What follows belongs to an exercise in optimizing a design on an open flow for small area, a short achievable clock period and few clock cycles; a production flow would make more cautious choices. RTL that was checked went through simulation tests only; none was proved equivalent to the original. No activity file was given, so power comes from the tool's default toggle rates.

==> inputs of try-willow <==
// matriscarpici
module matriscarpici #(parameter M=8)(
    input clk,
    input rst,
    input [M-1:0] matris_veri,
    input matris_gecerli,
    output reg [2*M+1:0] carpim_veri,
    output reg carpim_gecerli
    );
==> module matriscarpici, before the edit <==
module matriscarpici #(parameter M=8)(
    input clk,
    input rst,
    input [M-1:0] matris_veri,
    input matris_gecerli,
    output reg [2*M+1:0] carpim_veri,
    output reg carpim_gecerli
    );
    localparam [17:0] BASLA = 18'd88064;    
    reg [7:0]   a_zincir [7:0];    
    reg [4:0]   sayac;             
    reg [3:0]   b_one, b_two, b_neg;    
    reg         p_a, p_v, p_k0, p_k3, p_j1;      
    reg         c_v, c_ilk, c_k3, c_son;          
    reg         t1, t2, yukle;
    reg [17:0]  s0a, s0b, s1a, s1b;        
    reg [17:0]  r0a, r1a, r1b;
    wire al   = matris_gecerli && !sayac[4];
    wire [9:0] bb = {1'b0, matris_veri, 1'b0};
    wire [3:0] e_one, e_two, e_neg;
    genvar g;
    generate for (g = 0; g < 4; g = g + 1) begin : enc
        assign e_one[g] = bb[2*g+1] ^ bb[2*g];
        assign e_two[g] = (bb[2*g+2] & ~bb[2*g+1] & ~bb[2*g]) | (~bb[2*g+2] & bb[2*g+1] & bb[2*g]);
        assign e_neg[g] = bb[2*g+2];
    end endgenerate
    wire [7:0] geri;
    assign geri[0] = b_one[0];
    assign geri[1] = b_neg[0];
    assign geri[2] = b_one[1] ^ b_neg[0];
    assign geri[3] = b_neg[1];
    assign geri[4] = b_one[2] ^ b_neg[1];
    assign geri[5] = b_neg[2];
    assign geri[6] = b_one[3] ^ b_neg[2];
    assign geri[7] = b_neg[3];
    wire [3:0] nn = {4{p_v}} & ~b_neg;
    wire       b7 = p_v & b_neg[3];
    wire [17:0] t0a, t0b, t1a, t1b;
    matriscarpici_pp u0 (.a(a_zincir[0]), .one(b_one), .two(b_two), .neg(b_neg), .nn(nn),
                         .b7(b7), .ra(t0a), .rb(t0b));
    matriscarpici_pp u1 (.a(a_zincir[4]), .one(b_one), .two(b_two), .neg(b_neg), .nn(nn),
                         .b7(b7), .ra(t1a), .rb(t1b));
    wire [17:0] mac0, mac1;
    matriscarpici_add3 w0 (.x(r0a), .y(s0a), .z(s0b), .s(mac0));
    matriscarpici_add3 w1 (.x(r1a), .y(s1a), .z(s1b), .s(mac1));
    wire kaydir = p_a || (p_v && p_j1);
    integer i;
    always @(posedge clk) begin
        if (kaydir) begin
            for (i = 0; i < 7; i = i + 1) a_zincir[i] <= a_zincir[i+1];
            a_zincir[7] <= geri;
        end
        s0a <= t0a; s0b <= t0b; s1a <= t1a; s1b <= t1b;
        if (c_v || t1 || t2) carpim_veri <= mac0;
        if (c_v) r1b <= mac1;
        if (c_son || t1)
            r0a <= r1b;
        else if (c_v && !c_ilk)
            r0a <= carpim_veri;
        else if (c_v || yukle)
            r0a <= BASLA;
        if (c_v && !c_ilk)
            r1a <= r1b;
        else if (c_v || yukle)
            r1a <= BASLA;
        b_one <= al ? e_one : 4'd0;
        b_two <= al ? e_two : 4'd0;
        b_neg <= al ? e_neg : 4'd0;
        if (rst) begin
            sayac <= 5'd0;
            p_a <= 1'b0; p_v <= 1'b0; p_k0 <= 1'b0; p_k3 <= 1'b0; p_j1 <= 1'b0;
            c_v <= 1'b0; c_ilk <= 1'b0; c_k3 <= 1'b0; c_son <= 1'b0;
            t1 <= 1'b0; t2 <= 1'b0; yukle <= 1'b0;
            carpim_gecerli <= 1'b0;
        end else begin
            p_a  <= al && !sayac[3];
            p_v  <= al && sayac[3];
            p_k0 <= sayac[2:1] == 2'd0;
            p_k3 <= sayac[2:1] == 2'd3;
            p_j1 <= sayac[0];
            c_v   <= p_v;
            c_ilk <= p_v && p_k0 && !p_j1;
            c_k3  <= p_v && p_k3;
            c_son <= p_v && p_k3 && p_j1;
            t1 <= (sayac == 5'd17);
            t2 <= (sayac == 5'd18);
            yukle <= (sayac[4:3] == 2'd0);
            carpim_gecerli <= c_k3 || t1 || t2;
            if (sayac == 5'd19)
                sayac <= 5'd0;
            else if (sayac[4] || al)
                sayac <= sayac + 5'd1;
        end
    end
endmodule
Settings: LEC_CHECK=0, CAP_MARGIN=20, CORE_MARGIN=2, CORE_UTILIZATION=40, PLACE_DENSITY=0.6, SLEW_MARGIN=20; clock period 9.0 ns.
standard.sh (not shown) runs the stock make flow with config.mk's settings and CLKGATE_MAP_FILE= SYNTH_SCRIPT=/design/flow/synth_recipe.tcl, a recipe that flattens the netlist after the stock synthesis.
==> flow/flow/run.sh <==
#!/bin/bash
set -euo pipefail
bash standard.sh SETUP_SLACK_MARGIN=6.0 "BUFFER_PORTS_ARGS=-buffer_cell sky130_fd_sc_hd__buf_4" finish > standard.log 2>&1
==> try-juniper: changes against try-willow <==
--- a/flow/design.v
+++ b/flow/design.v
@@ -13,5 +13,6 @@
     reg [3:0]   b_one, b_two, b_neg;    
-    reg         p_a, p_v, p_k0, p_k3, p_j1;      
-    reg         c_v, c_ilk, c_k3, c_son;          
-    reg         t1, t2, yukle;
+    reg         b_b7;
+    reg         p_v, p_k0, p_k3, p_j1;      
+    reg         c_k3;                       
+    reg         q_c, q_p, q_t, q_h0, q_h1, q_r1a, q_r0a;    
     reg [17:0]  s0a, s0b, s1a, s1b;        
@@ -19,2 +20,3 @@
     wire al   = matris_gecerli && !sayac[4];
+    wire al_b = al && sayac[3];
     wire [9:0] bb = {1'b0, matris_veri, 1'b0};
@@ -27,22 +29,14 @@
     end endgenerate
-    wire [7:0] geri;
-    assign geri[0] = b_one[0];
-    assign geri[1] = b_neg[0];
-    assign geri[2] = b_one[1] ^ b_neg[0];
-    assign geri[3] = b_neg[1];
-    assign geri[4] = b_one[2] ^ b_neg[1];
-    assign geri[5] = b_neg[2];
-    assign geri[6] = b_one[3] ^ b_neg[2];
-    assign geri[7] = b_neg[3];
     wire [3:0] nn = {4{p_v}} & ~b_neg;
-    wire       b7 = p_v & b_neg[3];
     wire [17:0] t0a, t0b, t1a, t1b;
     matriscarpici_pp u0 (.a(a_zincir[0]), .one(b_one), .two(b_two), .neg(b_neg), .nn(nn),
-                         .b7(b7), .ra(t0a), .rb(t0b));
+                         .b7(b_b7), .ra(t0a), .rb(t0b));
     matriscarpici_pp u1 (.a(a_zincir[4]), .one(b_one), .two(b_two), .neg(b_neg), .nn(nn),
-                         .b7(b7), .ra(t1a), .rb(t1b));
+                         .b7(b_b7), .ra(t1a), .rb(t1b));
+    wire [17:0] acc0 = ({18{q_c}} & BASLA) | ({18{q_p}} & r0a) | ({18{q_t}} & r1a) | ({18{q_h0}} & carpim_veri);
+    wire [17:0] acc1 = ({18{q_c}} & BASLA) | ({18{q_p}} & r1a) | ({18{q_h1}} & r1b);
     wire [17:0] mac0, mac1;
-    matriscarpici_add3 w0 (.x(r0a), .y(s0a), .z(s0b), .s(mac0));
-    matriscarpici_add3 w1 (.x(r1a), .y(s1a), .z(s1b), .s(mac1));
-    wire kaydir = p_a || (p_v && p_j1);
+    matriscarpici_add3 w0 (.x(acc0), .y(s0a), .z(s0b), .s(mac0));
+    matriscarpici_add3 w1 (.x(acc1), .y(s1a), .z(s1b), .s(mac1));
+    wire kaydir = (al && !sayac[3]) || (p_v && p_j1);
     integer i;
@@ -51,40 +45,35 @@
             for (i = 0; i < 7; i = i + 1) a_zincir[i] <= a_zincir[i+1];
-            a_zincir[7] <= geri;
+            a_zincir[7] <= matris_veri;
         end
         s0a <= t0a; s0b <= t0b; s1a <= t1a; s1b <= t1b;
-        if (c_v || t1 || t2) carpim_veri <= mac0;
-        if (c_v) r1b <= mac1;
-        if (c_son || t1)
-            r0a <= r1b;
-        else if (c_v && !c_ilk)
-            r0a <= carpim_veri;
-        else if (c_v || yukle)
-            r0a <= BASLA;
-        if (c_v && !c_ilk)
-            r1a <= r1b;
-        else if (c_v || yukle)
-            r1a <= BASLA;
-        b_one <= al ? e_one : 4'd0;
-        b_two <= al ? e_two : 4'd0;
-        b_neg <= al ? e_neg : 4'd0;
+        carpim_veri <= mac0;
+        r1b <= mac1;
+        if (q_r0a) r0a <= carpim_veri;
+        if (q_r1a) r1a <= r1b;
         if (rst) begin
             sayac <= 5'd0;
-            p_a <= 1'b0; p_v <= 1'b0; p_k0 <= 1'b0; p_k3 <= 1'b0; p_j1 <= 1'b0;
-            c_v <= 1'b0; c_ilk <= 1'b0; c_k3 <= 1'b0; c_son <= 1'b0;
-            t1 <= 1'b0; t2 <= 1'b0; yukle <= 1'b0;
+            b_one <= 4'd0; b_two <= 4'd0; b_neg <= 4'd0; b_b7 <= 1'b0;
+            p_v <= 1'b0; p_k0 <= 1'b0; p_k3 <= 1'b0; p_j1 <= 1'b0;
+            c_k3 <= 1'b0;
+            q_c <= 1'b0; q_p <= 1'b0; q_t <= 1'b0; q_h0 <= 1'b0; q_h1 <= 1'b0;
+            q_r1a <= 1'b0; q_r0a <= 1'b0;
             carpim_gecerli <= 1'b0;
         end else begin
-            p_a  <= al && !sayac[3];
-            p_v  <= al && sayac[3];
-            p_k0 <= sayac[2:1] == 2'd0;
-            p_k3 <= sayac[2:1] == 2'd3;
-            p_j1 <= sayac[0];
-            c_v   <= p_v;
-            c_ilk <= p_v && p_k0 && !p_j1;
-            c_k3  <= p_v && p_k3;
-            c_son <= p_v && p_k3 && p_j1;
-            t1 <= (sayac == 5'd17);
-            t2 <= (sayac == 5'd18);
-            yukle <= (sayac[4:3] == 2'd0);
-            carpim_gecerli <= c_k3 || t1 || t2;
+            b_one <= al_b ? e_one : 4'd0;
+            b_two <= al_b ? e_two : 4'd0;
+            b_neg <= al_b ? e_neg : 4'd0;
+            b_b7  <= al_b & matris_veri[7];
+            p_v  <= al_b;
+            p_k0 <= al_b && (sayac[2:1] == 2'd0);
+            p_k3 <= al_b && (sayac[2:1] == 2'd3);
+            p_j1 <= al_b && sayac[0];
+            c_k3 <= p_v && p_k3;
+            q_c  <= p_v && p_k0;
+            q_p  <= p_v && !p_k0;
+            q_t  <= (sayac == 5'd17) || (sayac == 5'd18);
+            q_h0 <= !p_v && !((sayac == 5'd17) || (sayac == 5'd18));
+            q_h1 <= !p_v;
+            q_r0a <= p_v;
+            q_r1a <= p_v || (sayac == 5'd17);
+            carpim_gecerli <= c_k3 || q_t;
             if (sayac == 5'd19)
==> flow/run.sh (new file) <==
#!/bin/bash
# synth_recipe.tcl (not shown) runs the flow's synth.tcl, then flattens the netlist and writes it again
# the make line also repeats each setting of config.mk as NAME=value (left out here)
make -C /OpenROAD-flow-scripts/flow DESIGN_CONFIG=/design/flow/config.mk WORK_HOME=/design/flow/orfs CLKGATE_MAP_FILE= SYNTH_SCRIPT=/design/flow/synth_recipe.tcl finish
Settings changed: ABC_CLOCK_PERIOD_IN_PS set to 2000, SETUP_SLACK_MARGIN set to 5.
removed: flow/flow/run.sh
removed: flow/standard.sh
==> summary.txt <==
- try-willow went through all stages and came out clean. try-juniper completed with no timing, DRC or antenna violations.
- Routed wire length: try-willow is higher than try-juniper (about 2%).
- Global-route usage: try-juniper is lower than try-willow (0.38 points).
- Against try-juniper, the clock power of try-willow is smaller by about 4%.
- Of try-willow and try-juniper, try-willow has the higher sequential power (gap about 18%, measured against try-juniper).
- Between try-willow and try-juniper, the lower die area is in try-willow (gap 1.1%, measured against try-juniper).
==> figures <==
item                                                                   try-willow     try-juniper
Run status                                                         finished clean  finished clean
Area taken by flip-flops and latches                                     5950 um2        5610 um2
Met3 routed wirelength                                                    1070 um         1110 um
Area of all placed cells without fillers                               12,900 um2      13,100 um2
Fraction of post-synthesis cell area in the top cell type by area           35.6%           25.9%
Total via count after detailed routing                                      6,546           6,968
Fraction of final layout cells with drive strength greater than 1           10.4%           6.80%
Placeable core region                                                  28,000 um2      28,600 um2
Register bit total from synthesis                                             229             230
Well-tap cell count                                                           378             384
Post-Synth Adder-Cell Area                                                  19.0%           18.8%
Crit end category                                                      output pin        register
Testbench counts of try-willow, summed over its fixed seeds: cycles 10,248.
For try-juniper, only the layout was checked, not whether the RTL still works.

port drivers added, routing unchanged:
In the flow no input, the clock included, has a driving cell. The finished layouts below were timed again as built, in two steps.
Step 1 assumes that a clkbuf_16 drives the clock port and a buf_2 every other input.
Step 2 also shifts input and output timing later by t, the mid clock arrival at the registers, as if the neighbouring blocks saw the same clock.
a / b / c = ideal / step 1 / step 2; a / b = the first two.
| run | t, ns | slack for setup (ns) | worst hold slack (ns) | cell pins on the clock port's net |
|---|---|---|---|---|
| try-willow | 0.567 | 6.066 / 6.019 / 6.101 | 0.416 / 0.416 / 0.416 | 1 |
| try-juniper | 0.558 | 5.477 / 5.477 / 5.232 | 0.404 / 0.404 / 0.404 | 1 |
After both steps every run listed still meets setup and hold. The setup slack of try-juniper, which loses most, moves by 0.000 ns with the drivers and by -0.245 ns with both steps.
